Context: an optimization exercise on an open-source flow, tuned for small area, a short achievable clock period and few clock cycles per item. The choices shown serve that exercise and are no tape-out recipe.
RTL that was checked went through simulation tests only; none was proved equivalent to the original.
Only the layout flow was run in runs 4 and 5; the RTL was not checked for function there.
No activity file was given, so power comes from the tool's default toggle rates.

==> flow/design.v <==
module alu_multi_cycle #(
    parameter OPERAND_BUS_WIDTH = 8,
    parameter OPERAND_MAX_DATA_WIDTH = 32,
    parameter RESULT_BUS_WIDTH = 16,
    parameter RESULT_MAX_DATA_WIDTH = 64
) (
    input   wire                            clk,
    input   wire                            rst,  
    input   wire                            operand_valid,
    input   wire [2:0]                      op,
    input   wire [OPERAND_BUS_WIDTH-1:0]    a,
    input   wire [OPERAND_BUS_WIDTH-1:0]    b,
    input   wire                            operand_last,
    output  reg                             ready,
    output  reg                             result_valid,
    output  reg  [RESULT_BUS_WIDTH-1:0]     result,
    output  reg                             result_last,
    output  reg                             result_rst
);
    reg [31:0] opa;       
    reg [31:0] opb;       
    reg        c32;       
    reg [2:0]  opc;       
    reg [1:0]  nb;        
    reg        s_recv;    
    reg        s_full;    
    reg        m_busy;    
    reg [2:0]  didx;      
    reg [1:0]  d_one, d_two, d_neg;    
    reg        d_top;     
    reg [63:0] o;         
    wire flush = !rst || (operand_valid && op == 3'b111);
    always @(*) result = o[15:0];
    wire is_mul  = (opc == 3'b100);
    wire o_free  = !m_busy && (!result_valid || result_last);
    wire xfer    = s_full && o_free;
    wire step    = m_busy || (xfer && is_mul);
    wire m_done  = (didx == 3'd0);
    wire accept  = operand_valid && ready;
    wire first   = !s_recv;
    wire lastb   = operand_last || !first && nb == 2'd3;
    wire o_hi0   = (o[63:32] == 32'd0);
    wire [2:0] cur_op = first ? op : opc;
    wire       cin    = !first && opa[{nb, 3'b000}];    
    wire [8:0] bsum   = {1'b0, a} + {1'b0, b} + {8'd0, cin};
    reg  [7:0] rbyte;
    reg        rcarry;
    always @(*) begin
        rcarry = 1'b0;
        case (cur_op)
            3'b001: {rcarry, rbyte} = bsum;
            3'b010: rbyte = a & b;
            3'b011: rbyte = a ^ b;
            3'b100: rbyte = a;
            default: rbyte = 8'd0;
        endcase
    end
    function automatic [6:0] benc(input [4:0] x);    
        integer m;
        reg b2, b1, b0;
        begin
            benc = 7'd0;
            for (m = 0; m < 2; m = m + 1) begin
                b2 = x[2*m+2]; b1 = x[2*m+1]; b0 = x[2*m];
                benc[m]   = b1 ^ b0;
                benc[2+m] = (b2 & !b1 & !b0) | (!b2 & b1 & b0);
                benc[4+m] = b2 & !(b1 & b0);
            end
            benc[6] = x[4];
        end
    endfunction
    wire [2:0] nd_idx = didx - 3'd1;
    wire [4:0] nd_x   = {opa[{nd_idx, 2'b00} +: 4], (nd_idx == 3'd0) ? 1'b0 : opa[{nd_idx, 2'b00} - 1]};
    wire [4:0] fd_x   = {a[7:4], a[3]};
    reg [41:0] row0, row1;
    always @(*) begin
        row0 = {8'd0, !d_neg[0], ((({33{d_one[0]}} & {1'b0, opb}) | ({33{d_two[0]}} & {opb, 1'b0})) ^ {33{d_neg[0]}})};
        row1 = {6'd0, !d_neg[1], ((({33{d_one[1]}} & {1'b0, opb}) | ({33{d_two[1]}} & {opb, 1'b0})) ^ {33{d_neg[1]}}), 2'b00};
    end
    wire [41:0] kon  = 42'h3ffffffffff - 42'h00a00000000 + 42'd1;   
    wire [39:0] accl = m_busy ? {o[35:0], 4'd0} : (d_top ? {4'd0, opb, 4'd0} : 40'd0);
    wire [41:0] arow = {2'd0, accl[39:4], 1'b0, d_neg[1], 1'b0, d_neg[0]};
    function automatic [83:0] csa(input [41:0] x, input [41:0] y, input [41:0] z);
        csa = {((x & y) | (x & z) | (y & z)) << 1, x ^ y ^ z};
    endfunction
    wire [83:0] l1   = csa(row0, row1, arow);
    wire [83:0] l2   = csa(l1[41:0], l1[83:42], kon);
    wire [41:0] lsum = l2[41:0] + l2[83:42];
    wire [23:0] acch = m_busy ? o[59:36] : 24'd0;
    wire [23:0] hinc = acch + 24'd1;
    wire [23:0] hdec = acch - 24'd1;
    wire [23:0] hsum = lsum[41] ? hdec : (lsum[40] ? hinc : acch);
    wire [63:0] macc = {hsum, lsum[39:0]};
    always @(posedge clk) begin
        if (step)
            o <= macc;
        else if (xfer)
            o <= {31'd0, c32, opa};
        else
            o <= {16'd0, o[63:16]};
    end
    always @(posedge clk) begin
        if (accept) begin
            if (first) begin
                opa <= {16'd0, 7'd0, rcarry, rbyte};
                opb <= {24'd0, b};
                c32 <= 1'b0;
            end else begin
                case (nb)
                    2'd1: begin opa[15:8]  <= rbyte; opa[23:16] <= {7'd0, rcarry}; opb[15:8]  <= b; end
                    2'd2: begin opa[23:16] <= rbyte; opa[31:24] <= {7'd0, rcarry}; opb[23:16] <= b; end
                    default: begin opa[31:24] <= rbyte; c32 <= rcarry; opb[31:24] <= b; end
                endcase
            end
        end
    end
    reg        s_recv_n, s_full_n, m_busy_n, rv_n, rl_n;
    reg [2:0]  didx_n, opc_n;
    reg [1:0]  nb_n;
    reg [6:0]  dsel_n;
    always @(*) begin
        s_recv_n = s_recv;
        s_full_n = s_full;
        m_busy_n = m_busy;
        didx_n   = didx;
        opc_n    = opc;
        nb_n     = nb;
        dsel_n   = {d_top, d_neg, d_two, d_one};
        if (result_valid && !result_last) begin
            rv_n = 1'b1;
            rl_n = o_hi0;
        end else begin
            rv_n = 1'b0;
            rl_n = 1'b0;
        end
        if (step) begin
            didx_n   = nd_idx;
            dsel_n   = benc(nd_x);
            m_busy_n = !m_done;
            if (m_done) begin
                s_full_n = 1'b0;
                rv_n     = 1'b1;
                rl_n     = 1'b0;
            end
        end else if (xfer) begin
            s_full_n = 1'b0;
            rv_n     = 1'b1;
            rl_n     = 1'b0;
        end
        if (accept) begin
            if (first) begin
                opc_n = op;
                nb_n  = 2'd1;
                if (op != 3'b000) begin
                    if (operand_last) s_full_n = 1'b1;
                    else              s_recv_n = 1'b1;
                end
            end else begin
                nb_n = nb + 2'd1;
                if (lastb) begin
                    s_recv_n = 1'b0;
                    s_full_n = 1'b1;
                end
            end
            if (lastb) begin
                didx_n = {nb, 1'b1} & {first ? 2'b00 : 2'b11, 1'b1};
                dsel_n = benc(fd_x);
            end
        end
        if (flush) begin
            s_recv_n = 1'b0;
            s_full_n = 1'b0;
            m_busy_n = 1'b0;
            rv_n     = 1'b0;
            rl_n     = 1'b0;
        end
    end
    wire o_free_n = !m_busy_n && (!rv_n || rl_n);
    wire ready_n  = !s_full_n || (o_free_n && opc_n != 3'b100) || (m_busy_n && didx_n == 3'd0);
    always @(posedge clk) begin
        s_recv       <= s_recv_n;
        s_full       <= s_full_n;
        m_busy       <= m_busy_n;
        didx         <= didx_n;
        opc          <= opc_n;
        nb           <= nb_n;
        {d_top, d_neg, d_two, d_one} <= dsel_n;
        result_valid <= rv_n;
        result_last  <= rl_n;
        ready        <= ready_n;
        result_rst   <= flush;
    end
endmodule
==> flow/run.sh <==
#!/bin/bash
# synth_recipe.tcl (not shown) runs the flow's synth.tcl, then flattens the netlist and writes it again
# the make line also repeats each setting of config.mk as NAME=value (left out here)
make -C /OpenROAD-flow-scripts/flow DESIGN_CONFIG=/design/flow/config.mk WORK_HOME=/design/flow/orfs CLKGATE_MAP_FILE= SYNTH_SCRIPT=/design/flow/synth_recipe.tcl finish
==> flow/config.mk <==
export PLATFORM = sky130hd
export DESIGN_NAME = alu_multi_cycle
export DESIGN_NICKNAME = alu_multi_cycle
export VERILOG_FILES = /design/flow/design.v
export SDC_FILE = /design/flow/constraint.sdc
export NUM_CORES = 4
export LEC_CHECK = 0
export CAP_MARGIN = 20
export CORE_MARGIN = 2
export CORE_UTILIZATION = 40
export SETUP_SLACK_MARGIN = 5
export SLEW_MARGIN = 20
==> flow/constraint.sdc <==
create_clock -name core_clock -period 10.0 [get_ports {clk}]
set_input_delay 2.0000 -clock core_clock [delete_from_list [all_inputs] [get_ports {clk}]]
set_output_delay 2.0000 -clock core_clock [all_outputs]
set_load 0.01 [all_outputs]
==> summary.txt, run 1 <==
Floorplan
  • Full die area: 32760 µm²
  • Die Y: between 150 and 200 µm
  • Die Wd: 181.0 µm
  • I/O Pins: 43
  • Initial Util: between 40% and 50%
  • Core Rows: 64
  • Core ar.: 30750 µm²

Global routing
  • Remaining Overflow, GRT: 0
  • Met2 Resource Use GR: a little under two fifths
  • Number of global-route vias before repair: roughly 10000
  • First-pass GRT wire length: 59540 µm
  • Antenna violations before repair: 1
  • Met3 Usage GRT: 3.205%
  • Most Crowded Layer GR: met2
  • Total GRT Usage: between 20% and 30%
  • Met1 usage: 33.52%
  • Largest net degree at the start of global routing: 63

Power
  • Design Power: 5.001 mW
  • Sw frac: 49.40%
  • NetSw: 2.470 mW
  • Int Pwr: 2.531 mW
  • Clock power share: 13.5%
  • Sequential power share: between 15 and 20%
  • Worst VDD drop: 0.0001407 V
  • Static leakage: 5.715 nW
  • Combinational share of power: between 60% and 70%
  • PD cells: roughly 350 nW/µm²

Synth
  • Syn_area_per_cell: between 9 and 10 µm²
  • Netlist cell types: 83
  • Post-synthesis cell area: 12530 µm²
  • EDFF count, synth: 67
  • Dominant cells by area after synthesis: edfxtp_1 (16%), dfxtp_1 (13%), ha_1 (9.9%), xnor2_1 (6.1%), a22oi_1 (6.0%)
  • Top cell type's share of synthesized area: 16.05%
  • Sequential cell area fraction in the yosys report: 29.47%
  • Mapped Cells: 1381
  • Most frequent cell after synthesis: nand2_1
  • Ys flop type: dfxtp_1
  • Syn nets: 1535
  • Async SR Flop Fraction: 0%
  • Post-synth top cells: nand2_1 (114), a22oi_1 (100), ha_1 (99), xnor2_1 (88), o21ai_0 (85)
  • Area leader, netlist: edfxtp_1
  • #FFs+latches synth: 151
  • Yosys warnings: 1

Clock network
  • CTS buffer count: 17
  • CTS tree: built
  • Sink Count: 151
  • H-tree levels: 4
  • Root Buffer: clkbuf_16
  • Clock transition at path regs: ~60 ps
  • Worst-case clock buffer depth: 2
  • Clock Latency Late Sink: 440 ps

Placement
  • Post-DP HPWL: 29140 µm
  • I/O Buffers: 42
  • Placement Cell Area: 13110 µm²
  • Gpl congestion: 0.9064

Layout
  • Diodes inserted: 0
  • Finished Core Util: 45.88%
  • Post-route cell area: 14110 µm²
  • Nets: 1533
  • Ratio of cells with drive above 1 in the final layout: 9.914%
  • Layout area overhead: 12.56%

Run
  • Maxcap violations: 0

Setup path
  • Worst setup EP type: register
  • Max FO, Critical Path: 33
  • Critical path class: register to register
  • Setup crit start kind: register
  • FF-to-FF End: o[63]
  • Worst Setup SP: d_one[0]
  • Reg2reg start: d_one[0]
  • WP data required: just over 10000 ps
  • R2r setup slk: around 5100 ps
  • Critical path arrival: 5200 ps
  • R2r worst-path depth: 17

Detailed routing
  • Final ANT Viol Nets: 0
  • Wire per inst: 21.80 µm
  • DRC: 0
  • Drt first-iter violations: ~1200
  • Drt pass-1 iters: 6
  • Drt via density: 6.087
  • DRT Wirelength: 38980 µm
  • Vias: 10880

Timing
  • Slew headroom: 30.61%
  • Max Slew Vio Count: 0
  • Final hold slack: a little over 500 ps
  • Least-Margin Pin Slew: 1037 ps
  • Tmin final: 4914 ps
  • Maximum clock frequency: 203.5 MHz
  • Period utilisation layout: 49.14%
  • Final hold viol count: 0
  • Final setup fails: 0
  • Total negative slack: 0 ps
  • Clk_skew: 12.91 ps
  • Unrepaired setup endpoints after global routing: true

Min path
  • Hold WC Path Type: register to register
  • Hold Path End: o[44]
  • WHS Path Cells: 1
  • Hold Crit Start: o[60]

Outcome
  • Status: timing/DRC/antenna clean
[per-stage QoR]
step	setup WS, ps	std cells
after global routing	4938	1788
after global placement	4435	1729
after floorplan	5095	1381
after detailed placement	4368	1729
after CTS	5007	1764
final	5086	1788
[state kept, by name, summed over array words and instances, names as in the netlist]
name	flops
opc	3
result_valid	1
d_neg	2
m_busy	1
d_one	2
opa	32
ready	1
s_full	1
d_two	2
result_last	1
o	64
didx	3
s_recv	1
opb	32
c32	1
nb	2
result_rst	1
d_top	1
[worst max path at each step]
stage	endpoint	slack, ps
floorplan	o[58]	5100
global placement	o[58]	4430
detailed placement	o[58]	4370
CTS	o[58]	5010
global route	o[63]	4940
finish	o[63]	5090
[worst max-delay path, cell delays in order (launching register included)]
cell	delay, ps
dfxtp_1	330
buf_12	180
a22oi_2	250
xnor2_1	130
fa_1	550
inv_1	50
ha_1	290
ha_1	340
a31oi_2	150
a221oi_2	370
a311o_2	320
or4b_4	510
a31oi_4	340
nor2_4	160
nor3_4	360
buf_4	180
a31o_2	140
a32oi_1	100
[area by class of cell]
type                    count  area [µm²]
multi-input cells        1065        8222
flip-flops and latches    151        3717
inverters                  61       229.0
clock inverters            14       173.9
well taps                 396       495.5
fillers                  2966       16640
repair buffers             83       840.8
clock buffers              18       429.2
[cells by family after synthesis]
group                    share of synthesized area, %
flip-flops                                      29.47
adder cells (fa/ha/maj)                         14.99
buffers and inverters                           5.720
multiplexers                                    3.853
XOR/XNOR                                        7.617
AO/OA/AOI/OAI                                   24.44
AND/OR/NAND/NOR                                 13.91
[power by group through the flow]
stage	Combinational, mW	Clock, mW	Sequential [mW]
2_1_floorplan	2.47	0	0.792
3_3_place_gp	3.21	0	0.875
3_5_place_dp	3.20	0	0.875
4_1_cts	3.27	0.680	0.859
5_1_grt	3.80	0.704	0.849
6_report	3.48	0.675	0.843
[routing by layer]
metal	share of wire (%)	routed length, µm
met1	46	17760
met2	46	17780
met3	7.0	2722
met4	1.8	695
met5	0.031	12
[cells in the final DEF, fill, tap and decap left out, types with 19 or more instances in the layout]
master and instances:
a21oi_1 69, a22o_1 32, and2_1 19, nand2_1 114, a22oi_1 98, buf_4 28, clkdlybuf4s50_1 42, nand3_1 34
inv_1 60, ha_1 91, edfxtp_1 67, a21o_1 31, nor2_1 66, xnor2_1 88, mux2i_1 19, o21ai_0 84
nor3_1 32, xor2_1 21, dfxtp_1 77, fa_1 32
[timing repair]
item                       CTS  global route
gates cloned                 0             1
resized for setup           15            23
pin swaps                    1             9
setup endpoints to repair   28            26
setup buffers                3            23
hold buffers                 0             0
Testbench counts, summed over its fixed seeds: cycles 31,033, items 8,000.
==> run 2, diff against run 1 <==
--- a/flow/config.mk
+++ b/flow/config.mk
@@ -9,4 +9,3 @@
 export CORE_MARGIN = 2
 export CORE_UTILIZATION = 40
-export SETUP_SLACK_MARGIN = 5
 export SLEW_MARGIN = 20
==> run 2 against run 1 <==
Net effect: still clean on timing, DRC and antenna; register-to-register slack got worse by 980 ps; worst setup slack got worse by 980 ps; worst hold slack got worse by 1.7 ps; count of clock-buffer cells in the layout decreased by 1; design area decreased by 2.8%; total power decreased by 3.2%; via count decreased by 0.73%; first-iteration DRC count decreased by 9.5%; clock skew decreased by 4.0 ps; sequential cell count unchanged; critical path type unchanged.
==> summary.txt, run 2 <==
Outcome
  • Status: timing/DRC/antenna clean

Floorplan
  • Full die area: 32760 µm²
  • Core Rows: 64
  • I/O Pins: 43
  • Initial Util: slightly above 40%
  • Die Wd: 181.0 µm
  • Die Y: 181.0 µm
  • Core ar.: 30750 µm²

Detailed routing
  • Drt pass-1 iters: 6
  • Drt first-iter violations: 1103
  • DRC: 0
  • Wire per inst: roughly 22 µm
  • DRT Wirelength: 38190 µm
  • Final ANT Viol Nets: 0
  • Vias: 10810
  • Drt via density: 6.139

Synth
  • Post-synth top cells: nand2_1 (114), a22oi_1 (100), ha_1 (99), xnor2_1 (88), o21ai_0 (85)
  • Area leader, netlist: edfxtp_1
  • Mapped Cells: 1381
  • Post-synthesis cell area: 12530 µm²
  • #FFs+latches synth: 151
  • EDFF count, synth: 67
  • Sequential cell area fraction in the yosys report: 29.47%
  • Dominant cells by area after synthesis: edfxtp_1 (16%), dfxtp_1 (13%), ha_1 (9.9%), xnor2_1 (6.1%), a22oi_1 (6.0%)
  • Async SR Flop Fraction: 0%
  • Most frequent cell after synthesis: nand2_1
  • Syn nets: 1535
  • Syn_area_per_cell: between 9 and 10 µm²
  • Yosys warnings: 1
  • Netlist cell types: 83
  • Ys flop type: dfxtp_1
  • Top cell type's share of synthesized area: 16.05%

Placement
  • I/O Buffers: 42
  • Placement Cell Area: approximately 13000 µm²
  • Post-Place Worst Slack: ~4200 ps
  • Post-DP HPWL: slightly below 30000 µm
  • Gpl congestion: 0.9171

Min path
  • Hold WC Path Type: register to register
  • Hold Path End: o[39]
  • Hold Crit Start: o[55]
  • WHS Path Cells: 2

Run
  • Maxcap violations: 0

Layout
  • Post-route cell area: 13710 µm²
  • Diodes inserted: 0
  • Layout area overhead: 9.414%
  • Top flop regs: o x64, opa x32, opb x32
  • Ratio of cells with drive above 1 in the final layout: 6.965%
  • Commonest non-fill, non-tap cell in the layout: nand2_1
  • Reg with most FFs: o
  • Nets: 1505
  • Largest register FFs: 64
  • Commonest non-fill, non-tap cells in the layout: nand2_1 (114), a22oi_1 (100), ha_1 (99), xnor2_1 (88), o21ai_0 (85)

Setup path
  • Worst setup EP type: register
  • FF-to-FF End: o[58]
  • Reg2reg start: m_busy
  • R2r setup slk: 4110 ps
  • Critical path arrival: between 6000 and 7000 ps
  • R2r worst-path depth: 15
  • WP data required: 10330 ps
  • Max FO, Critical Path: 36
  • Setup crit start kind: register
  • Critical path class: register to register

Timing
  • Tmin final: around 6000 ps
  • Least-Margin Pin Slew: 1091 ps
  • Max Slew Vio Count: 0
  • Period utilisation layout: 58.94%
  • Clk_skew: roughly 9 ps
  • Final hold slack: 515.7 ps
  • Final setup fails: 0
  • Final hold viol count: 0
  • Total negative slack: 0 ps
  • Maximum clock frequency: 169.7 MHz
  • Slew headroom: 27.16%
  • Unrepaired setup endpoints after global routing: false
  • Final Worst Setup Slack: 4106 ps

Clock network
  • Root Buffer: clkbuf_16
  • CTS buffer count: 17
  • Post-CTS Hold Buffers: 0
  • Clock Latency Late Sink: 440 ps
  • Worst-case clock buffer depth: 2
  • Sink Count: 151
  • Clock transition at path regs: 70 ps
  • H-tree levels: 4
  • CTS tree: built
  • Resized cells post-CTS: 0
  • Post-CTS setup buffers: 0

Global routing
  • Total GRT Usage: 23.24%
  • First-pass GRT wire length: between 50000 and 60000 µm
  • Remaining Overflow, GRT: 0
  • Number of global-route vias before repair: 10420
  • Largest net degree at the start of global routing: 60
  • Antenna violations before repair: 0

Power
  • Worst VDD drop: 0.0001402 V
  • Static leakage: 5.561 nW
  • PD cells: 353.1 nW/µm²
## run 2: routing by layer
layer | GRT usage, % | vias up | routed length (µm)
li1 | - | 5057 | -
met1 | 32.07 | 5231 | 17030
met2 | 37.03 | 457 | 17270
met3 | 3.507 | 60 | 2825
met4 | 8.358 | 0 | 1054
met5 | 0 | - | 0
## run 2: area by class of cell
cell class,instances,area (µm²)
inverters,61,229.0
clock buffers,17,425.4
multi-input cells,1064,8157
flip-flops and latches,151,3697
repair buffers,56,525.5
fillers,3026,17040
well taps,396,495.5
clock inverters,15,183.9
## run 2: how the worst max path moves through the flow
| stage | slack [ps] | depth (start not counted) | startpoint | to |
|---|---|---|---|---|
| 2_1_floorplan | 4710 | 20 | m_busy | o[58] |
| 3_3_place_gp | 4330 | 15 | m_busy | o[58] |
| 3_5_place_dp | 4220 | 15 | m_busy | o[58] |
| 4_1_cts | 4190 | 15 | m_busy | o[58] |
| 5_1_grt | 3840 | 15 | m_busy | o[58] |
| 6_report | 4110 | 15 | m_busy | o[58] |
## run 2: stage by stage
stage	utilization (%)	total power, mW	std cells
floorplan	-	3.265	1381
global placement	42.58	4.090	1727
detailed placement	42.61	4.093	1728
CTS	44.59	4.806	1760
global route	44.60	5.186	1760
finish	44.60	4.842	1760
## run 2: power breakdown
group | leakage [nW] | switching (mW) | total (mW) | internal [mW]
clock network | 0.301 | 0.298 | 0.678 | 0.380
registers | 1.36 | 0.142 | 0.879 | 0.736
logic | 3.90 | 2.01 | 3.29 | 1.28
## run 2: logic make-up (layout without fill, tap and decap cells)
kind of cell,Yosys count,after routing,synth area share [%]
compound gates,441,441,24.44
simple gates,348,348,13.91
buf+inv,166,149,5.720
flops,151,151,29.47
fa+ha+maj,131,131,14.99
xor+xnor,109,109,7.617
mux,35,35,3.853
## run 2: worst max-delay path, cell delays in order (launching register included)
cell and delay, ps:
dfxtp_2 910, nor2b_2 320, buf_4 310, a22o_1 240
fa_1 440, ha_1 310, ha_1 440, nand4_1 220
nor4_4 300, nand3_1 120, or4b_4 570, a31oi_4 280
or2_1 490, nand2_4 180, o31a_1 340, a211o_1 260
==> run 3, diff against run 2 <==
==> flow/flow/run.sh (new file) <==
#!/bin/bash
set -e
cp standard.sh standard_copy.txt
cp config.mk config_orig.txt
echo "export SETUP_SLACK_MARGIN = 6.5" >> config.mk
bash standard.sh > standard.log 2>&1
==> flow/standard.sh (new file) <==
#!/bin/bash
# synth_recipe.tcl (not shown) runs the flow's synth.tcl, then flattens the netlist and writes it again
# the make line also repeats each setting of config.mk as NAME=value (left out here)
make -C /OpenROAD-flow-scripts/flow DESIGN_CONFIG=/design/flow/config.mk WORK_HOME=/design/flow/orfs CLKGATE_MAP_FILE= SYNTH_SCRIPT=/design/flow/synth_recipe.tcl "${@:-finish}"
--- a/flow/config.mk
+++ b/flow/config.mk
@@ -10,2 +10,3 @@
 export CORE_UTILIZATION = 40
 export SLEW_MARGIN = 20
+export SETUP_SLACK_MARGIN = 6.5
removed: flow/run.sh
==> run 3 against run 2 <==
Net effect: sequential cell count did not move; global-route usage grew 2.5 points; combinational power increased by 62%; final cell count grew 6.4%.
==> summary.txt, run 3 <==
Global routing
  • Number of global-route vias before repair: 10780
  • Total GRT Usage: between 20% and 30%
  • Remaining Overflow, GRT: 0
  • Largest net degree at the start of global routing: 60
  • First-pass GRT wire length: 64670 µm
  • Antenna violations before repair: 2

Synth
  • Dominant cells by area after synthesis: edfxtp_1 (16%), dfxtp_1 (13%), ha_1 (9.9%), xnor2_1 (6.1%), a22oi_1 (6.0%)
  • Yosys warnings: 1
  • Top cell type's share of synthesized area: 16.05%
  • #FFs+latches synth: 151
  • Netlist cell types: a little over 80
  • Async SR Flop Fraction: 0%
  • EDFF count, synth: 67
  • Syn nets: between 1500 and 2000
  • Area leader, netlist: edfxtp_1
  • Post-synthesis cell area: 12530 µm²
  • Post-synth top cells: nand2_1 (114), a22oi_1 (100), ha_1 (99), xnor2_1 (88), o21ai_0 (85)
  • Ys flop type: dfxtp_1
  • Syn_area_per_cell: 9.076 µm²
  • Mapped Cells: 1381
  • Most frequent cell after synthesis: nand2_1
  • Sequential cell area fraction in the yosys report: 29.47%

Layout
  • Ratio of cells with drive above 1 in the final layout: 28.20%
  • Commonest non-fill, non-tap cells in the layout: nand2_1 (106), a22oi_1 (88), xnor2_1 (77), buf_4 (76), dfxtp_1 (74)
  • Reg with most FFs: o
  • Layout area overhead: 31.46%
  • Largest register FFs: 64
  • Top flop regs: o x64, opa x32, opb x32
  • Commonest non-fill, non-tap cell in the layout: nand2_1
  • Nets: 1616

Power
  • PD cells: 415.7 nW/µm²
  • Static leakage: 6.443 nW
  • Worst VDD drop: roughly 0.00022 V
  • Design Power: slightly below 7 mW

Timing
  • Final hold viol count: 0
  • Max Slew Vio Count: 0
  • Final hold slack: 480.1 ps
  • Final setup fails: 0
  • Tmin final: 4476 ps
  • Maximum clock frequency: 223.4 MHz
  • Unrepaired setup endpoints after global routing: true
  • Slew headroom: 37.41%
  • Clk_skew: approximately 10 ps
  • Least-Margin Pin Slew: about 940 ps
  • Period utilisation layout: 44.76%
  • Total negative slack: 0 ps

Setup path
  • Worst setup EP type: register
  • Setup crit start kind: register
  • Crit path capture: o[55]
  • WP data required: 10320 ps
  • R2r setup slk: 5520 ps
  • Max FO, Critical Path: 7
  • Worst Setup SP: m_busy
  • Critical path arrival: 4800 ps
  • Critical path class: register to register
  • FF-to-FF End: o[55]
  • Reg2reg start: m_busy
  • R2r worst-path depth: 17

Min path
  • Hold WC Path Type: register to register

Clock network
  • Post-CTS Hold Buffers: 0
  • Root Buffer: clkbuf_16
  • Worst-case clock buffer depth: 2
  • CTS buffer count: 17
  • Clock Latency Late Sink: 430 ps
  • Clock transition at path regs: 70 ps
  • Sink Count: 151
  • H-tree levels: 4
  • CTS tree: built

Run
  • Maxcap violations: 0

Placement
  • Post-DP HPWL: a little under 30000 µm
  • Gpl congestion: 0.9023
  • I/O Buffers: 42

Detailed routing
  • DRT Wirelength: about 43000 µm
  • Wl on met1: 19080 µm
  • Top routing layer used: met5
  • Final ANT Viol Nets: 0
  • Drt first-iter violations: between 1000 and 1500
  • Metal3 WL: 3252 µm
  • DRC: 0
  • Drt via density: 6.223
  • Wire length on met2: ~20000 µm
  • Wire per inst: 23.17 µm
  • Vias: around 12000
  • Drt pass-1 iters: 7

Floorplan
  • Core Rows: between 60 and 70
  • Initial Util: 40.76%
  • Full die area: 32760 µm²
  • Core ar.: 30750 µm²
  • I/O Pins: between 40 and 50
  • Die Y: 181.0 µm
  • Die Wd: ~180 µm

Outcome
  • Status: timing/DRC/antenna clean
-- run 3: worst max-delay path: stages (launching register included) --
cell and delay (ps):
dfxtp_4 370, nor2b_4 170, buf_12 140, buf_16 130
a22o_1 160, fa_1 450, ha_4 290, ha_4 200
a21o_1 200, a21o_1 220, a311o_2 420, or4b_4 240
a31oi_4 120, buf_4 170, or4_1 530, o211ai_1 210
a21oi_2 40, a311o_1 270
-- run 3: repair_timing --
item	4_1_cts	5_1_grt
gates resized for setup	192	124
setup buffers	73	34
pin swaps	80	70
cloned	4	2
setup endpoints to repair	113	100
-- run 3: final cells by class --
cell class | instances | area (µm²)
Antenna cell | 1 | 2.502
Clock buffer | 21 | 481.7
Clock inverter | 11 | 133.9
Fill cell | 2652 | 14270
Inverter | 61 | 229.0
Multi-Input combinational cell | 1067 | 9687
Sequential cell | 151 | 3724
Tap cell | 396 | 495.5
Timing Repair Buffer | 164 | 1723
-- run 3: routing by layer --
layer	vias to the layer above	track usage [%]
met5	-	0
li1	5279	-
met3	66	3.769
met4	2	8.260
met1	5723	36.45
met2	579	40.32
-- run 3: how the worst min path moves through the flow --
stage | endpoint | from | depth (start not counted)
global placement | o[32] | c32 | 2
detailed placement | o[32] | c32 | 2
CTS | o[32] | c32 | 2
floorplan | o[12] | opa[12] | 2
finish | o[32] | c32 | 2
global route | o[5] | opa[5] | 1
-- run 3: cells by family after synthesis --
logic type	after synthesis	share of synthesized area, %
xor gates and xnor gates	109	7.617
DFF	151	29.47
AOI/OAI and AO/OA	441	24.44
buffers and inverters	166	5.720
muxes	35	3.853
and+or+nand+nor	348	13.91
adders and majority gates	131	14.99
-- run 3: through the flow --
step                      instance area (µm²)  worst slack [ps]  utilization, %  cells
final                                   16480              5524           53.58   1872
after global routing                    16470              5387           53.57   1871
after CTS                               15610              5566           50.77   1835
after detailed placement                13400              4467           43.59   1726
after global placement                  13400              4534           43.59   1726
after floorplan                         13020              5592               -   1381
-- run 3: power by group --
| part | internal (mW) | switching, mW |
|---|---|---|
| clock | 0.400 | 0.274 |
| sequential | 0.740 | 0.103 |
| combinational | 2.42 | 2.91 |
==> run 4, diff against run 3 <==
--- a/flow/design.v
+++ b/flow/design.v
@@ -20,5 +20,5 @@
     reg [31:0] opa;       
     reg [31:0] opb;       
-    reg        c32;       
+    reg        cy;        
     reg [2:0]  opc;       
     reg [1:0]  nb;        
@@ -42,6 +42,7 @@
     wire o_hi0   = (o[63:32] == 32'd0);
     wire [2:0] cur_op = first ? op : opc;
-    wire       cin    = !first && opa[{nb, 3'b000}];    
-    wire [8:0] bsum   = {1'b0, a} + {1'b0, b} + {8'd0, cin};
+    wire       cin    = !first && cy;
+    wire [9:0] bsum_x = {1'b0, a, 1'b1} + {1'b0, b, cin};
+    wire [8:0] bsum   = bsum_x[9:1];
     reg  [7:0] rbyte;
     reg        rcarry;
@@ -78,23 +79,19 @@
         row1 = {6'd0, !d_neg[1], ((({33{d_one[1]}} & {1'b0, opb}) | ({33{d_two[1]}} & {opb, 1'b0})) ^ {33{d_neg[1]}}), 2'b00};
     end
-    wire [41:0] kon  = 42'h3ffffffffff - 42'h00a00000000 + 42'd1;   
-    wire [39:0] accl = m_busy ? {o[35:0], 4'd0} : (d_top ? {4'd0, opb, 4'd0} : 40'd0);
-    wire [41:0] arow = {2'd0, accl[39:4], 1'b0, d_neg[1], 1'b0, d_neg[0]};
-    function automatic [83:0] csa(input [41:0] x, input [41:0] y, input [41:0] z);
+    wire [63:0] kon  = 64'hffffffffffffffff - 64'h0000000a00000000 + 64'd1;   
+    wire [63:0] arow = m_busy ? {o[59:0], 1'b0, d_neg[1], 1'b0, d_neg[0]}
+                              : {24'd0, (d_top ? opb : 32'd0), 1'b0, d_neg[1], 1'b0, d_neg[0]};
+    function automatic [127:0] csa(input [63:0] x, input [63:0] y, input [63:0] z);
         csa = {((x & y) | (x & z) | (y & z)) << 1, x ^ y ^ z};
     endfunction
-    wire [83:0] l1   = csa(row0, row1, arow);
-    wire [83:0] l2   = csa(l1[41:0], l1[83:42], kon);
-    wire [41:0] lsum = l2[41:0] + l2[83:42];
-    wire [23:0] acch = m_busy ? o[59:36] : 24'd0;
-    wire [23:0] hinc = acch + 24'd1;
-    wire [23:0] hdec = acch - 24'd1;
-    wire [23:0] hsum = lsum[41] ? hdec : (lsum[40] ? hinc : acch);
-    wire [63:0] macc = {hsum, lsum[39:0]};
+    wire [127:0] l1  = csa({22'd0, row0}, {22'd0, row1}, arow);
+    wire [127:0] l2  = csa(l1[63:0], l1[127:64], kon);
+    wire [63:0] macc = l2[63:0] + l2[127:64];
     always @(posedge clk) begin
         if (step)
             o <= macc;
         else if (xfer)
-            o <= {31'd0, c32, opa};
+            o <= {31'd0, cy && nb == 2'd0, opa[31:25], opa[24] | (cy && nb == 2'd3),
+                  opa[23:17], opa[16] | (cy && nb == 2'd2), opa[15:9], opa[8] | (cy && nb == 2'd1), opa[7:0]};
         else
             o <= {16'd0, o[63:16]};
@@ -102,13 +99,13 @@
     always @(posedge clk) begin
         if (accept) begin
+            cy <= rcarry;
             if (first) begin
-                opa <= {16'd0, 7'd0, rcarry, rbyte};
+                opa <= {24'd0, rbyte};
                 opb <= {24'd0, b};
-                c32 <= 1'b0;
             end else begin
                 case (nb)
-                    2'd1: begin opa[15:8]  <= rbyte; opa[23:16] <= {7'd0, rcarry}; opb[15:8]  <= b; end
-                    2'd2: begin opa[23:16] <= rbyte; opa[31:24] <= {7'd0, rcarry}; opb[23:16] <= b; end
-                    default: begin opa[31:24] <= rbyte; c32 <= rcarry; opb[31:24] <= b; end
+                    2'd1: begin opa[15:8]  <= rbyte; opb[15:8]  <= b; end
+                    2'd2: begin opa[23:16] <= rbyte; opb[23:16] <= b; end
+                    default: begin opa[31:24] <= rbyte; opb[31:24] <= b; end
                 endcase
             end
==> flow/run.sh (new file) <==
#!/bin/bash
# synth_recipe.tcl (not shown) runs the flow's synth.tcl, then flattens the netlist and writes it again
# the make line also repeats each setting of config.mk as NAME=value (left out here)
make -C /OpenROAD-flow-scripts/flow DESIGN_CONFIG=/design/flow/config.mk WORK_HOME=/design/flow/orfs CLKGATE_MAP_FILE= SYNTH_SCRIPT=/design/flow/synth_recipe.tcl finish
--- a/flow/config.mk
+++ b/flow/config.mk
@@ -9,4 +9,4 @@
 export CORE_MARGIN = 2
 export CORE_UTILIZATION = 40
+export SETUP_SLACK_MARGIN = 5
 export SLEW_MARGIN = 20
-export SETUP_SLACK_MARGIN = 6.5
removed: flow/flow/run.sh
removed: flow/standard.sh
==> run 4 against run 3 <==
Net effect: register-to-register slack worse by 270 ps; global-route usage down 2.4 points; design area down 14%; synthesized cell count up 7.5%; via count down 3.5%; clock skew down 2.6 ps; sequential power down 8.7%; utilization down 8.7 points; critical path depth unchanged; maximum frequency down 5.7%; non-clock buffer count down 101; largest cell class unchanged.
==> summary.txt, run 4 <==
Floorplan
  • Initial Util: between 40% and 50%
  • Die Wd: about 180 µm
  • Core Rows: 65
  • Core ar.: 31640 µm²
  • Die Y: around 180 µm
  • Full die area: roughly 34000 µm²
  • I/O Pins: 43

Clock network
  • CTS buffer count: 17
  • H-tree levels: 4
  • Worst-case clock buffer depth: 2
  • Post-CTS Hold Buffers: 0
  • Sink Count: 151
  • Root Buffer: clkbuf_16
  • Clock Latency Late Sink: 430 ps
  • CTS tree: built
  • Clock transition at path regs: ~60 ps

Placement
  • Gpl congestion: 0.9135
  • Post-DP HPWL: 30720 µm
  • Post-Place Worst Slack: 4801 ps
  • I/O Buffers: 42

Detailed routing
  • Drt pass-1 iters: 6
  • Drt via density: 5.993
  • DRC: 0
  • DRT Wirelength: between 30000 and 40000 µm
  • Final ANT Viol Nets: 0
  • Vias: 11240
  • Wire per inst: 21.07 µm
  • Drt first-iter violations: 1160

Synth
  • Top cell type's share of synthesized area: ~16%
  • Netlist cell types: 73
  • Dominant cells by area after synthesis: edfxtp_1 (16%), dfxtp_1 (13%), ha_1 (12%), xnor2_1 (6.8%), nand2_1 (4.9%)
  • Syn_area_per_cell: between 8 and 9 µm²
  • Post-synth top cells: nand2_1 (168), ha_1 (120), a21oi_1 (114), xnor2_1 (100), o21ai_0 (93)
  • Mapped Cells: around 1500
  • Post-synthesis cell area: 12880 µm²
  • Area leader, netlist: edfxtp_1
  • Syn nets: 1659
  • #FFs+latches synth: roughly 150
  • Most frequent cell after synthesis: nand2_1
  • Async SR Flop Fraction: 0%
  • Ys flop type: dfxtp_1
  • EDFF count, synth: 67
  • Sequential cell area fraction in the yosys report: 28.68%
  • Yosys warnings: 1

Layout
  • Sequential cell area: 3700 µm²
  • Top flop regs: o x64, opa x32, opb x32
  • Reg with most FFs: o
  • Commonest non-fill, non-tap cells in the layout: nand2_1 (168), ha_1 (120), a21oi_1 (112), xnor2_1 (100), o21ai_0 (93)
  • FILL cells: 3100
  • Diodes inserted: 0
  • Multi-input gate area: 8473 µm²
  • Layout area overhead: 10.13%
  • Largest register FFs: 64
  • Nets: 1634
  • Ratio of cells with drive above 1 in the final layout: 6.653%
  • Commonest non-fill, non-tap cell in the layout: nand2_1

Setup path
  • Critical path arrival: 5100 ps
  • Max FO, Critical Path: 33
  • R2r worst-path depth: 17
  • R2r setup slk: about 5300 ps
  • Critical path class: register to register
  • Slowest Stage Delay on Critical Path: 540 ps
  • Worst path cell trace: buf_4 -> a22oi_1 -> xnor2_1 -> fa_1 -> inv_1 -> ha_1 -> ha_1 -> a31o_2 -> o221ai_2 -> o21ai_2 -> a311o_1 -> o211a_1 -> o21a_4 -> o21ai_4 -> o21ai_2 -> a221oi_2 -> mux2i_1
  • FF-to-FF End: o[63]
  • Critical path's slowest cell: fa_1
  • Setup crit start kind: register
  • Worst setup EP type: register
  • Reg2reg start: d_two[0]
  • WP data required: 10360 ps

Run
  • Maxcap violations: 0

Min path
  • Hold WC Path Type: register to register
  • Hold Crit Start: o[62]
  • Hold Path End: o[46]
  • WHS Path Cells: 2

Power
  • PD cells: 277.2 nW/µm²
  • Design Power: about 3.9 mW
  • Static leakage: 6.139 nW
  • Worst VDD drop: 0.0001358 V

Timing
  • Clk_skew: 7.764 ps
  • Total negative slack: 0 ps
  • Final hold viol count: 0
  • Max Slew Vio Count: 0
  • Tmin final: 4747 ps
  • Unrepaired setup endpoints after global routing: false
  • Final hold slack: 464.7 ps
  • Final setup fails: 0
  • Final Worst Setup Slack: 5253 ps
  • Maximum clock frequency: 210.7 MHz
  • Slew headroom: 33.76%
  • Period utilisation layout: 47.47%
  • Least-Margin Pin Slew: a little under 1000 ps

Global routing
  • First-pass GRT wire length: a little over 60000 µm
  • Largest net degree at the start of global routing: 68
  • Antenna violations before repair: 0
  • Remaining Overflow, GRT: 0
  • Total GRT Usage: 23.26%
  • Number of global-route vias before repair: 10520

Outcome
  • Status: timing/DRC/antenna clean
run 4: changes by cell type after synthesis, sizes merged, moves of 12 or more:
| cell | delta |
|---|---|
| xnor2 | +12 |
| a21oi | +43 |
| nand2 | +53 |
| nor2 | +20 |
| ha | +21 |
| a22oi | -22 |
| nand3 | -16 |
| o21ai | +15 |
| a21o | +13 |
| o21bai | +14 |
run 4: worst max path at each step:
stage / start / to / slack, ps
2_1_floorplan: d_neg[0] / o[63] / 5680
3_3_place_gp: d_neg[1] / o[54] / 4860
3_5_place_dp: d_neg[1] / o[54] / 4800
4_1_cts: m_busy / o[63] / 5080
5_1_grt: d_two[0] / o[63] / 5010
6_report: d_two[0] / o[63] / 5250
run 4: layer usage:
metal	track usage, %	vias to the layer above	share of wire (%)
met5	0	-	0
met4	5.248	0	1.7
met3	4.041	54	6.7
met2	37.40	401	46
met1	32.64	5470	46
li1	-	5311	-
run 4: report_power, final:
part / switching (mW) / internal [mW] / total [mW]
Clock: 0.268 / 0.393 / 0.660
Sequential: 0.0651 / 0.705 / 0.770
Combinational: 1.54 / 0.957 / 2.50
Total: 1.88 / 2.06 / 3.93
run 4: cell type report:
cell class | instances | area share (%)
repair buffers | 63 | 4.560
flip-flops and latches | 151 | 26.08
inverters | 69 | 1.826
well taps | 402 | 3.546
clock inverters | 15 | 1.253
multi-input cells | 1158 | 59.73
clock buffers | 17 | 2.999
run 4: cell families (layout without fill, tap and decap cells):
logic type      count (synthesis)  after routing  synth area share, %
compound gates                460            460                23.60
simple gates                  396            396                13.94
buf+inv                       176            164                5.712
fa+ha+maj                     151            151                16.48
flops                         151            151                28.68
xor+xnor                      123            123                8.364
mux                            28             28                3.235
run 4: worst max-delay path: cells and delay by family, from the launching register on:
family / cells / cell delay (ps)
AOI/OAI and AO/OA: 10 / 2400
adders and majority gates: 3 / 1160
buffers and inverters: 2 / 390
DFF: 1 / 310
muxes: 1 / 220
xor gates and xnor gates: 1 / 180
run 4: timing repair:
action,CTS,global route
setup buffers,0,2
pin swaps,0,1
resized for setup,4,9
cloned,0,1
endpoints found under the setup margin,10,18
run 4: through the flow:
| stage | instances | utilization (%) | instance area, µm² |
|---|---|---|---|
| 6_report | 1875 | 44.84 | 14180 |
| 3_3_place_gp | 1840 | 42.60 | 13480 |
| 5_1_grt | 1875 | 44.84 | 14180 |
| 4_1_cts | 1872 | 44.56 | 14100 |
| 2_1_floorplan | 1485 | - | 12880 |
| 3_5_place_dp | 1840 | 42.60 | 13480 |
==> run 5, diff against run 4 <==
--- a/flow/design.v
+++ b/flow/design.v
@@ -74,18 +74,13 @@
     wire [4:0] nd_x   = {opa[{nd_idx, 2'b00} +: 4], (nd_idx == 3'd0) ? 1'b0 : opa[{nd_idx, 2'b00} - 1]};
     wire [4:0] fd_x   = {a[7:4], a[3]};
-    reg [41:0] row0, row1;
-    always @(*) begin
-        row0 = {8'd0, !d_neg[0], ((({33{d_one[0]}} & {1'b0, opb}) | ({33{d_two[0]}} & {opb, 1'b0})) ^ {33{d_neg[0]}})};
-        row1 = {6'd0, !d_neg[1], ((({33{d_one[1]}} & {1'b0, opb}) | ({33{d_two[1]}} & {opb, 1'b0})) ^ {33{d_neg[1]}}), 2'b00};
-    end
-    wire [63:0] kon  = 64'hffffffffffffffff - 64'h0000000a00000000 + 64'd1;   
+    wire [32:0] pp0 = (({33{d_one[0]}} & {1'b0, opb}) | ({33{d_two[0]}} & {opb, 1'b0})) ^ {33{d_neg[0]}};
+    wire [32:0] pp1 = (({33{d_one[1]}} & {1'b0, opb}) | ({33{d_two[1]}} & {opb, 1'b0})) ^ {33{d_neg[1]}};
+    wire [63:0] row0 = {28'hfffffff, !d_neg[0], d_neg[0], d_neg[0], pp0};
+    wire [63:0] row1 = {28'd0, !d_neg[1], pp1, 2'b00};
     wire [63:0] arow = m_busy ? {o[59:0], 1'b0, d_neg[1], 1'b0, d_neg[0]}
                               : {24'd0, (d_top ? opb : 32'd0), 1'b0, d_neg[1], 1'b0, d_neg[0]};
-    function automatic [127:0] csa(input [63:0] x, input [63:0] y, input [63:0] z);
-        csa = {((x & y) | (x & z) | (y & z)) << 1, x ^ y ^ z};
-    endfunction
-    wire [127:0] l1  = csa({22'd0, row0}, {22'd0, row1}, arow);
-    wire [127:0] l2  = csa(l1[63:0], l1[127:64], kon);
-    wire [63:0] macc = l2[63:0] + l2[127:64];
+    wire [63:0] c1s  = row0 ^ row1 ^ arow;
+    wire [63:0] c1c  = ((row0 & row1) | (row0 & arow) | (row1 & arow)) << 1;
+    wire [63:0] macc = c1s + c1c;
     always @(posedge clk) begin
         if (step)
==> run 5 against run 4 <==
Net effect: sequential power is 7.8% higher; first-iteration DRC count is 0.34% higher; clock skew is 2.1 ps higher; synthesized area is 1.5% lower; final cell count is 0.80% lower; maximum frequency is 0.78% higher; clock power is 7.4% lower; highest routed layer unchanged.
==> summary.txt, run 5 <==
Outcome
  • Status: timing/DRC/antenna clean

Floorplan
  • I/O Pins: 43
  • Core ar.: 31390 µm²
  • Core Rows: 65
  • Full die area: 33170 µm²
  • Initial Util: 40.43%
  • Die Wd: between 150 and 200 µm
  • Die Y: 182.1 µm

Timing
  • Period utilisation layout: 47.10%
  • Least-Margin Pin Slew: 974.1 ps
  • Tmin final: 4710 ps
  • Maximum clock frequency: 212.3 MHz
  • Slew headroom: 34.99%
  • Final setup fails: 0
  • Clk_skew: slightly below 10 ps
  • Final Worst Setup Slack: 5290 ps
  • Final hold viol count: 0
  • Total negative slack: 0 ps
  • Unrepaired setup endpoints after global routing: false
  • Max Slew Vio Count: 0

Detailed routing
  • Drt pass-1 iters: 6
  • Top routing layer used: met4
  • Drt first-iter violations: roughly 1200
  • Drt via density: 6.013
  • Vias: 11180
  • Wire per inst: around 21 µm
  • Wl on met1: 18700 µm
  • DRT Wirelength: between 30000 and 40000 µm
  • Wire length on met2: 17930 µm
  • Metal3 WL: 2761 µm
  • Final ANT Viol Nets: 0
  • DRC: 0

Setup path
  • Reg2reg start: d_two[0]
  • Worst Setup SP: d_two[0]
  • Worst path cell trace: buf_4 -> a22oi_1 -> xor2_1 -> fa_1 -> inv_1 -> ha_1 -> nand4_1 -> or3_1 -> o311a_1 -> o211a_1 -> o41ai_4 -> buf_4 -> a21oi_2 -> o21ai_0 -> o311ai_1
  • Max FO, Critical Path: 22
  • Critical path class: register to register
  • Slowest Stage Delay on Critical Path: 610 ps
  • Setup crit start kind: register
  • Critical path arrival: ~5000 ps
  • WP data required: between 10000 and 15000 ps
  • CP Buf/Inv Count: 3
  • Critical Path Most Common Cell: buf_4
  • CP top delay family: compound AO/OA/AOI/OAI gates
  • Critical path's slowest cell: fa_1
  • Worst setup EP type: register

Placement
  • Post-Place Worst Slack: 4932 ps
  • Post-DP HPWL: between 30000 and 40000 µm
  • Gpl congestion: 0.9051
  • I/O Buffers: 42

Layout
  • Nets: 1585
  • Largest register FFs: 64
  • Reg with most FFs: o
  • Commonest non-fill, non-tap cell in the layout: nand2_1
  • Layout area overhead: 9.376%
  • FILL cells: between 3000 and 4000
  • Finished Core Util: 44.22%
  • Commonest non-fill, non-tap cells in the layout: nand2_1 (132), a22oi_1 (117), inv_1 (109), a21oi_1 (98), o21ai_0 (91)
  • Top flop regs: o x64, opa x32, opb x32
  • Diodes inserted: 0
  • Ratio of cells with drive above 1 in the final layout: 6.241%

Clock network
  • Worst-case clock buffer depth: 2
  • Root Buffer: clkbuf_16
  • Clock Latency Late Sink: 430 ps
  • Sink Count: around 150
  • Clock transition at path regs: 70 ps
  • CTS buffer count: 17
  • Post-CTS Hold Buffers: 0
  • H-tree levels: 4
  • CTS tree: built

Power
  • Design Power: 3.925 mW
  • Static leakage: roughly 6 nW
  • PD cells: 282.8 nW/µm²
  • Worst VDD drop: 0.0001309 V

Global routing
  • Antenna violations before repair: 0
  • Largest net degree at the start of global routing: 74
  • Remaining Overflow, GRT: 0
  • Total GRT Usage: 23.96%
  • First-pass GRT wire length: 61760 µm
  • Number of global-route vias before repair: 10570

Min path
  • Hold Crit Start: o[60]
  • Hold WC Path Type: register to register

Synth
  • Ys flop type: dfxtp_1
  • Most frequent cell after synthesis: nand2_1
  • Netlist cell types: 75
  • Yosys warnings: 1
  • Mapped Cells: 1475
  • Post-synthesis cell area: 12690 µm²
  • Syn_area_per_cell: 8.604 µm²
  • Sequential cell area fraction in the yosys report: 29.10%
  • #FFs+latches synth: 151
  • Async SR Flop Fraction: 0%
  • Area leader, netlist: edfxtp_1
  • Dominant cells by area after synthesis: edfxtp_1 (16%), dfxtp_1 (13%), ha_1 (8.3%), a22oi_1 (6.9%), xor2_1 (5.6%)
  • Top cell type's share of synthesized area: 15.85%
  • Syn nets: 1615
  • Post-synth top cells: nand2_1 (132), a22oi_1 (117), inv_1 (109), a21oi_1 (99), o21ai_0 (91)
  • EDFF count, synth: 67

Run
  • Maxcap violations: 0
-- run 5: path summary, 6_finish.rpt --
check | end | slack (ps) | cells after the start
setup / recovery | o[62] | 5290 | 15
setup reg to reg | o[62] | 5290 | 15
hold reg to reg | o[44] | 460 | 2
hold / removal | o[44] | 460 | 2
-- run 5: what timing repair did --
| action | CTS | global route |
|---|---|---|
| setup endpoints to repair | 2 | 18 |
| buffers inserted | 0 | 2 |
| resized for setup | 3 | 8 |
| pin swaps | 0 | 1 |
-- run 5: power breakdown --
part	internal (mW)	total, mW	switching, mW
logic	0.918	2.48	1.57
clock network	0.324	0.611	0.287
registers	0.726	0.830	0.104
-- run 5: cell type report --
cell class | count | area [µm²] | share of cell area [%]
flip-flops and latches | 151 | 3707 | 26.71
clock inverters | 14 | 115.1 | 0.8293
clock buffers | 18 | 429.2 | 3.092
well taps | 402 | 503.0 | 3.624
multi-input cells | 1108 | 8173 | 58.88
inverters | 109 | 409.1 | 2.948
repair buffers | 58 | 544.3 | 3.921
-- run 5: worst min-delay path, stage by stage (launching register included) --
cell	delay, ps
dfxtp_1	310
nand2_1	60
o21ai_1	50
-- run 5: cell families after synthesis --
logic type / share of synthesized area [%]
AO/OA/AOI/OAI: 24.46
buffers and inverters: 6.931
multiplexers: 3.096
AND/OR/NAND/NOR: 14.11
flip-flops: 29.10
adder cells (fa/ha/maj): 13.49
XOR/XNOR: 8.814
-- run 5: through the flow --
step	hold WS, ps	cell area, µm²	cells
finish	462.6	13880	1860
global placement	432.6	13290	1826
global route	491.2	13880	1860
detailed placement	450.6	13290	1826
CTS	462.3	13830	1858
floorplan	425.1	12690	1475
-- run 5: routing by layer --
metal | track usage (%) | up-vias
li1 | - | 5283
met1 | 35.54 | 5446
met2 | 36.99 | 427
met3 | 3.572 | 28
met4 | 4.935 | 0
met5 | 0 | -
==> run 6, diff against run 5 <==
--- a/flow/design.v
+++ b/flow/design.v
@@ -76,11 +76,16 @@
     wire [32:0] pp0 = (({33{d_one[0]}} & {1'b0, opb}) | ({33{d_two[0]}} & {opb, 1'b0})) ^ {33{d_neg[0]}};
     wire [32:0] pp1 = (({33{d_one[1]}} & {1'b0, opb}) | ({33{d_two[1]}} & {opb, 1'b0})) ^ {33{d_neg[1]}};
-    wire [63:0] row0 = {28'hfffffff, !d_neg[0], d_neg[0], d_neg[0], pp0};
-    wire [63:0] row1 = {28'd0, !d_neg[1], pp1, 2'b00};
-    wire [63:0] arow = m_busy ? {o[59:0], 1'b0, d_neg[1], 1'b0, d_neg[0]}
-                              : {24'd0, (d_top ? opb : 32'd0), 1'b0, d_neg[1], 1'b0, d_neg[0]};
-    wire [63:0] c1s  = row0 ^ row1 ^ arow;
-    wire [63:0] c1c  = ((row0 & row1) | (row0 & arow) | (row1 & arow)) << 1;
-    wire [63:0] macc = c1s + c1c;
+    wire [41:0] row0 = {6'b111111, !d_neg[0], d_neg[0], d_neg[0], pp0};
+    wire [41:0] row1 = {6'd0, !d_neg[1], pp1, 2'b00};
+    wire [39:0] accl = m_busy ? {o[35:0], 4'd0} : (d_top ? {4'd0, opb, 4'd0} : 40'd0);
+    wire [41:0] arow = {2'd0, accl[39:4], 1'b0, d_neg[1], 1'b0, d_neg[0]};
+    wire [41:0] c1s  = row0 ^ row1 ^ arow;
+    wire [41:0] c1c  = ((row0 & row1) | (row0 & arow) | (row1 & arow)) << 1;
+    wire [41:0] lsum = c1s + c1c;
+    wire [23:0] acch = m_busy ? o[59:36] : 24'd0;
+    wire [23:0] hinc = acch + 24'd1;
+    wire [23:0] hdec = acch - 24'd1;
+    wire [23:0] hsum = lsum[41] ? hdec : (lsum[40] ? hinc : acch);
+    wire [63:0] macc = {hsum, lsum[39:0]};
     always @(posedge clk) begin
         if (step)
--- a/flow/config.mk
+++ b/flow/config.mk
@@ -8,5 +8,6 @@
 export CAP_MARGIN = 20
 export CORE_MARGIN = 2
-export CORE_UTILIZATION = 40
+export CORE_UTILIZATION = 70
+export PLACE_DENSITY = 0.8
 export SETUP_SLACK_MARGIN = 5
 export SLEW_MARGIN = 20
==> run 6 against run 5 <==
Net effect: still clean on timing, DRC and antenna; register-to-register slack got worse by 110 ps; combinational power decreased by 11%; synthesized area decreased by 3.3%; worst hold slack improved by 50 ps; total power decreased by 7.0%; via count increased by 3.4%; global-route usage increased by 18 points.
==> summary.txt, run 6 <==
Layout
  • Multi-input gate area: 7841 µm²
  • Nets: 1536
  • FILL cells: between 1000 and 1500
  • Largest register FFs: 64
  • Sequential cell area: between 3000 and 4000 µm²
  • Commonest non-fill, non-tap cells in the layout: nand2_1 (145), a22oi_1 (103), a21oi_1 (100), nor2_1 (92), inv_1 (92)
  • Diodes inserted: 0
  • Ratio of cells with drive above 1 in the final layout: 7.418%
  • Top flop regs: o x64, opa x32, opb x32
  • Commonest non-fill, non-tap cell in the layout: nand2_1
  • Layout area overhead: 8.901%
  • Reg with most FFs: o

Timing
  • Final Worst Setup Slack: roughly 5200 ps
  • Least-Margin Pin Slew: 1066 ps
  • Final hold viol count: 0
  • Maximum clock frequency: 207.3 MHz
  • Max Slew Vio Count: 0
  • Final setup fails: 0
  • Clk_skew: 21.91 ps
  • Period utilisation layout: around 48%
  • Slew headroom: 28.83%
  • Tmin final: 4825 ps
  • Total negative slack: 0 ps
  • Unrepaired setup endpoints after global routing: false

Global routing
  • Number of global-route vias before repair: ~10000
  • Largest net degree at the start of global routing: between 50 and 60
  • Remaining Overflow, GRT: 0
  • Antenna violations before repair: 0
  • Total GRT Usage: 42.13%
  • First-pass GRT wire length: 59190 µm

Synth
  • Syn nets: 1563
  • Netlist cell types: 79
  • Async SR Flop Fraction: 0%
  • Post-synthesis cell area: 12270 µm²
  • Syn_area_per_cell: 8.504 µm²
  • #FFs+latches synth: 151
  • Post-synth top cells: nand2_1 (146), a21oi_1 (103), a22oi_1 (103), nor2_1 (95), inv_1 (92)
  • Dominant cells by area after synthesis: edfxtp_1 (16%), dfxtp_1 (14%), ha_1 (6.5%), a22oi_1 (6.3%), xor2_1 (5.5%)
  • Ys flop type: dfxtp_1
  • Yosys warnings: 1
  • Most frequent cell after synthesis: nand2_1
  • Sequential cell area fraction in the yosys report: 30.10%
  • Area leader, netlist: edfxtp_1
  • Top cell type's share of synthesized area: 16.39%
  • EDFF count, synth: 67
  • Mapped Cells: 1443

Setup path
  • Critical path arrival: just over 5000 ps
  • Max FO, Critical Path: 24
  • CP top delay family: compound AO/OA/AOI/OAI gates
  • Critical path class: register to register
  • WP data required: 10330 ps
  • CP Buf/Inv Count: 2
  • Worst setup EP type: register
  • Worst path cell trace: buf_6 -> a22oi_1 -> xor2_1 -> fa_1 -> inv_1 -> ha_1 -> and2_1 -> nand3_1 -> or4_1 -> or3_1 -> a21oi_2 -> o21bai_4 -> a2111o_1 -> o211a_1 -> a221o_1
  • Setup crit start kind: register
  • Critical path's slowest cell: fa_1
  • Slowest Stage Delay on Critical Path: 560 ps

Detailed routing
  • DRC: 0
  • Drt via density: 6.994
  • Drt first-iter violations: 1800
  • Wire per inst: 23.61 µm
  • Vias: 11570
  • Final ANT Viol Nets: 0
  • Drt pass-1 iters: 9
  • DRT Wirelength: 39050 µm

Run
  • Maxcap violations: 0

Clock network
  • Clock transition at path regs: roughly 80 ps
  • Worst-case clock buffer depth: 2
  • Root Buffer: clkbuf_16
  • CTS tree: built
  • CTS buffer count: 17
  • Sink Count: 151
  • H-tree levels: 4
  • Post-CTS Hold Buffers: 0
  • Clock Latency Late Sink: 450 ps

Outcome
  • Status: timing/DRC/antenna clean

Placement
  • Post-DP HPWL: 27760 µm
  • Gpl congestion: 0.9826
  • I/O Buffers: 42
  • Post-Place Worst Slack: 4433 ps

Floorplan
  • Die Wd: 136.4 µm
  • I/O Pins: 43
  • Initial Util: a little under three quarters
  • Core ar.: 17240 µm²
  • Full die area: 18610 µm²
  • Die Y: 136.4 µm
  • Core Rows: 48

Power
  • Worst VDD drop: 0.0002546 V
  • Static leakage: 5.440 nW
  • PD cells: 273.2 nW/µm²

Min path
  • Hold WC Path Type: register to register
-- run 6: routing by layer --
layer / wire length [µm] / GRT usage [%] / part of all wire, % / vias to the layer above
li1: - / - / - / 5161
met5: 0 / 0 / 0 / -
met1: 15140 / 57.99 / 39 / 5385
met2: 16930 / 63.04 / 43 / 876
met4: 1749 / 15.86 / 4.5 / 0
met3: 5225 / 12.27 / 13 / 146
-- run 6: worst paths after layout --
path / slack, ps / depth (start not counted) / startpoint / to
hold reg to reg: 510 / 2 / o[31] / o[15]
setup reg to reg: 5180 / 15 / d_one[0] / o[44]
hold / removal: 510 / 2 / o[31] / o[15]
setup / recovery: 5180 / 15 / d_one[0] / o[44]
-- run 6: metrics by stage --
step           cells  utilization, %  total power [mW]  hold WS [ps]  area [µm²]
2_1_floorplan   1443               -             2.282         426.0       12270
3_3_place_gp    1620           73.30             2.843         494.7       12630
3_5_place_dp    1620           73.33             2.860         493.3       12640
4_1_cts         1652           77.06             3.550         505.9       13280
5_1_grt         1654           77.53             3.836         528.1       13360
6_report        1654           77.53             3.650         512.9       13360
-- run 6: what timing repair did --
item / in CTS / in global routing
endpoints found under the setup margin: 24 / 19
setup buffers: 0 / 1
resized for setup: 9 / 11
-- run 6: final cells by class --
type                       instances  share of cell area, %
sequential                       151                  27.75
multi-input combinational       1094                  58.67
timing repair buffer              60                  4.297
clock inverter                    15                  1.404
clock buffer                      17                  3.183
inverter                          92                  2.584
tap                              225                  2.107
-- run 6: worst register-to-register path, stage by stage, from the launching register on --
cell      delay (ps)
dfxtp_2          480
buf_6            280
a22oi_1          160
xor2_1           190
fa_1             560
inv_1             50
ha_1             400
and2_1           240
nand3_1           80
or4_1            470
or3_1            400
a21oi_2          300
o21bai_4         240
a2111o_1         440
o211a_1          140
a221o_1          310
-- run 6: cell families (layout without fill, tap and decap cells) --
kind of cell | after synthesis | after routing | share of synthesized area, %
AO/OA/AOI/OAI | 440 | 440 | 23.64
XOR/XNOR | 108 | 108 | 7.830
adder cells (fa/ha/maj) | 97 | 97 | 11.91
buffers and inverters | 198 | 184 | 6.709
flip-flops | 151 | 151 | 30.10
multiplexers | 32 | 32 | 3.599
AND/OR/NAND/NOR | 417 | 417 | 16.21
-- run 6: report_power, final --
part	switching (mW)	total, mW	internal, mW	leakage [nW]
sequential	0.0805	0.786	0.705	1.36
clock	0.328	0.670	0.342	0.295
combinational	1.40	2.20	0.796	3.78
total	1.81	3.65	1.84	5.44
Testbench counts of run 6, summed over its fixed seeds: cycles 31,033, items 8,000.
==> run 7, diff against run 6 <==
--- a/flow/config.mk
+++ b/flow/config.mk
@@ -8,6 +8,5 @@
 export CAP_MARGIN = 20
 export CORE_MARGIN = 2
-export CORE_UTILIZATION = 70
-export PLACE_DENSITY = 0.8
+export CORE_UTILIZATION = 40
 export SETUP_SLACK_MARGIN = 5
 export SLEW_MARGIN = 20
==> run 7 against run 6 <==
Net effect: sequential cell count unchanged; die area increased by 73%; synthesized cell count unchanged; count of clock-buffer cells in the layout increased by 1; maximum frequency increased by 0.35%; largest power group unchanged; sequential share of layout area decreased by 0.41 points; critical path type unchanged; register-to-register slack improved by 20 ps.
==> summary.txt, run 7 <==
Setup path
  • Reg2reg start: m_busy
  • Critical path class: register to register
  • R2r setup slk: between 5000 and 6000 ps
  • Worst setup EP type: register
  • Setup crit start kind: register
  • CP top delay family: compound AO/OA/AOI/OAI gates
  • Critical path's slowest cell: dfxtp_4
  • Slowest Stage Delay on Critical Path: 550 ps
  • Max FO, Critical Path: 57
  • R2r worst-path depth: 15
  • CP Buf/Inv Count: 3
  • Critical path arrival: between 5000 and 6000 ps
  • WP data required: 10320 ps
  • Worst path cell trace: buf_8 -> a22oi_1 -> fa_1 -> inv_1 -> ha_1 -> and2_1 -> nand3_1 -> or4_1 -> or3_1 -> a21oi_2 -> o21bai_1 -> buf_4 -> a2111o_1 -> o211a_1 -> a221o_1
  • FF-to-FF End: o[44]

Placement
  • Post-Place Worst Slack: between 4000 and 5000 ps
  • I/O Buffers: 42
  • Post-DP HPWL: 29520 µm
  • Gpl congestion: 0.9174

Min path
  • Hold Crit Start: o[31]
  • WHS Path Cells: 2
  • Hold Path End: o[15]
  • Hold WC Path Type: register to register

Synth
  • Yosys warnings: 1
  • #FFs+latches synth: around 150
  • Async SR Flop Fraction: 0%
  • Syn_area_per_cell: 8.504 µm²
  • Netlist cell types: between 70 and 80
  • Post-synthesis cell area: 12270 µm²
  • Sequential cell area fraction in the yosys report: 30.10%
  • Mapped Cells: 1443
  • Ys flop type: dfxtp_1
  • Area leader, netlist: edfxtp_1
  • Syn nets: 1563
  • EDFF count, synth: 67
  • Post-synth top cells: nand2_1 (146), a21oi_1 (103), a22oi_1 (103), nor2_1 (95), inv_1 (92)
  • Dominant cells by area after synthesis: edfxtp_1 (16%), dfxtp_1 (14%), ha_1 (6.5%), a22oi_1 (6.3%), xor2_1 (5.5%)
  • Most frequent cell after synthesis: nand2_1
  • Top cell type's share of synthesized area: between 10% and 20%

Run
  • Maxcap violations: 0

Global routing
  • Remaining Overflow, GRT: 0
  • Total GRT Usage: 24.85%
  • Antenna violations before repair: 1
  • Number of global-route vias before repair: 10380
  • Largest net degree at the start of global routing: 58
  • First-pass GRT wire length: slightly above 60000 µm

Layout
  • FILL cells: 3018
  • Largest register FFs: 64
  • Nets: 1537
  • Top flop regs: o x64, opa x32, opb x32
  • Commonest non-fill, non-tap cell in the layout: nand2_1
  • Reg with most FFs: o
  • Layout area overhead: 10.28%
  • Commonest non-fill, non-tap cells in the layout: nand2_1 (145), a22oi_1 (103), a21oi_1 (100), nor2_1 (92), inv_1 (92)
  • Ratio of cells with drive above 1 in the final layout: 6.993%

Detailed routing
  • DRC: 0
  • DRT Wirelength: 39500 µm
  • Final ANT Viol Nets: 0
  • Wire per inst: 21.62 µm
  • Drt pass-1 iters: 5
  • Drt first-iter violations: roughly 1100
  • Vias: 11060
  • Drt via density: 6.056

Power
  • Worst VDD drop: between 0.0001 and 0.00015 V
  • Static leakage: 5.421 nW
  • Sw frac: roughly 48%
  • Combinational share of power: 60.3%
  • Int Pwr: ~1.9 mW
  • NetSw: 1.688 mW
  • Sequential power share: between 20% and 30%
  • Clock power share: 18.1%
  • PD cells: roughly 260 nW/µm²

Clock network
  • Post-CTS setup buffers: 0
  • Sink Count: 151
  • Resized cells post-CTS: 8
  • Post-CTS Hold Buffers: 0
  • H-tree levels: 4
  • Clock Latency Late Sink: 430 ps
  • CTS tree: built
  • Clock transition at path regs: 70 ps
  • CTS buffer count: 17
  • Root Buffer: clkbuf_16
  • Worst-case clock buffer depth: 2

Timing
  • Final Worst Setup Slack: 5192 ps
  • Maximum clock frequency: 208.0 MHz
  • Least-Margin Pin Slew: 985.1 ps
  • Period utilisation layout: between 40% and 50%
  • Clk_skew: between 15 and 20 ps
  • Total negative slack: 0 ps
  • Final setup fails: 0
  • Tmin final: 4808 ps
  • Final hold viol count: 0
  • Unrepaired setup endpoints after global routing: false
  • Slew headroom: 33.72%
  • Max Slew Vio Count: 0

Floorplan
  • Die Wd: 179.2 µm
  • Core ar.: between 30000 and 40000 µm²
  • Full die area: approximately 32000 µm²
  • Core Rows: 64
  • Initial Util: 40.33%
  • I/O Pins: 43
  • Die Y: 179.2 µm

Outcome
  • Status: timing/DRC/antenna clean
## run 7: cell counts after synthesis
No cell type changed its count.
## run 7: cell type report
type | instances | area [µm²] | share of cell area (%)
Clock inverter | 14 | 147.6 | 1.091
Antenna cell | 1 | 2.502 | 0.01849
Timing Repair Buffer | 61 | 581.8 | 4.299
Sequential cell | 151 | 3700 | 27.34
Clock buffer | 18 | 429.2 | 3.171
Multi-Input combinational cell | 1094 | 7831 | 57.87
Tap cell | 396 | 495.5 | 3.661
Inverter | 92 | 345.3 | 2.552
## run 7: stage by stage
stage	cell area, µm²	total power, mW	utilization [%]	std cells	hold slack [ps]
after global routing	13530	3.779	44.47	1826	526.6
after detailed placement	12870	2.839	42.31	1794	487.0
final	13530	3.549	44.47	1827	504.7
after floorplan	12270	2.282	-	1443	426.0
after CTS	13480	3.501	44.30	1826	498.0
after global placement	12870	2.846	42.31	1794	475.6
## run 7: cells by family (layout without fill, tap and decap cells)
group                      Yosys count  count (layout)  synth area share [%]
adders and majority gates           97              97                 11.91
DFF                                151             151                 30.10
other                                0               1                     0
AOI/OAI and AO/OA                  440             440                 23.64
xor gates and xnor gates           108             108                 7.830
muxes                               32              32                 3.599
and+or+nand+nor                    417             417                 16.21
buffers and inverters              198             185                 6.709
## run 7: worst min-delay path: stages, from the launching register on
cell and delay (ps):
dfxtp_1 310, nor2_1 100, a31oi_1 50
## run 7: worst max path at each step
stage,cells past startpoint,startpoint,slack [ps],end
final,15,m_busy,5190,o[44]
after floorplan,20,m_busy,5080,o[44]
after global routing,15,m_busy,5020,o[44]
after detailed placement,14,m_busy,4540,o[47]
after CTS,15,d_one[1],5010,o[47]
after global placement,14,m_busy,4660,o[47]
## run 7: power groups by stage
stage	Sequential (mW)	Clock [mW]	Combinational (mW)
after floorplan	0.746	0	1.54
after global placement	0.777	0	2.07
after detailed placement	0.777	0	2.06
after CTS	0.763	0.649	2.09
after global routing	0.770	0.673	2.33
final	0.767	0.643	2.14
## run 7: layer usage
metal	vias to the layer above	routed length, µm	global-route usage, %
met5	-	0	0
met4	0	750	6.149
met3	59	3219	3.902
met2	494	17710	38.43
met1	5350	17820	36.15
li1	5161	-	-

==> port drivers added, routing unchanged <==
The results above use ideal ports. As a check the final layouts listed here were re-extracted and re-timed, cells and wires unchanged. Step 1: set_driving_cell puts a clkbuf_16 on clk and a buf_2 on each other input, an assumption about the parent block. Step 2, shift: input delay + t, output delay - t, t = (earliest + latest rising clock arrival at the registers) / 2. This alone moves slack from input paths to output paths. a / b / c = ideal ports / drivers / drivers and shift; a / b = the first two.
run	shift t [ns]	slack for setup (ns)	slew at the worst register clock pin (ns)	worst slew at a driven data input, ns
run 1	0.487	5.086 / 5.086 / 4.727	0.07 / 0.07	0.03
run 2	0.488	4.106 / 4.106 / 4.106	0.07 / 0.07	0.03
run 3	0.474	5.524 / 5.524 / 5.524	0.07 / 0.07	0.06
run 4	0.475	5.253 / 5.253 / 5.014	0.07 / 0.07	0.04
run 5	0.478	5.290 / 5.290 / 5.131	0.07 / 0.07	0.03
run 6	0.486	5.175 / 5.175 / 4.940	0.08 / 0.08	0.05
run 7	0.475	5.192 / 5.192 / 5.158	0.07 / 0.07	0.04
After both steps setup and hold are still met in every run listed. For run 1, which loses most, drivers alone change the setup slack by 0.000 ns; drivers and shift together by -0.359 ns.
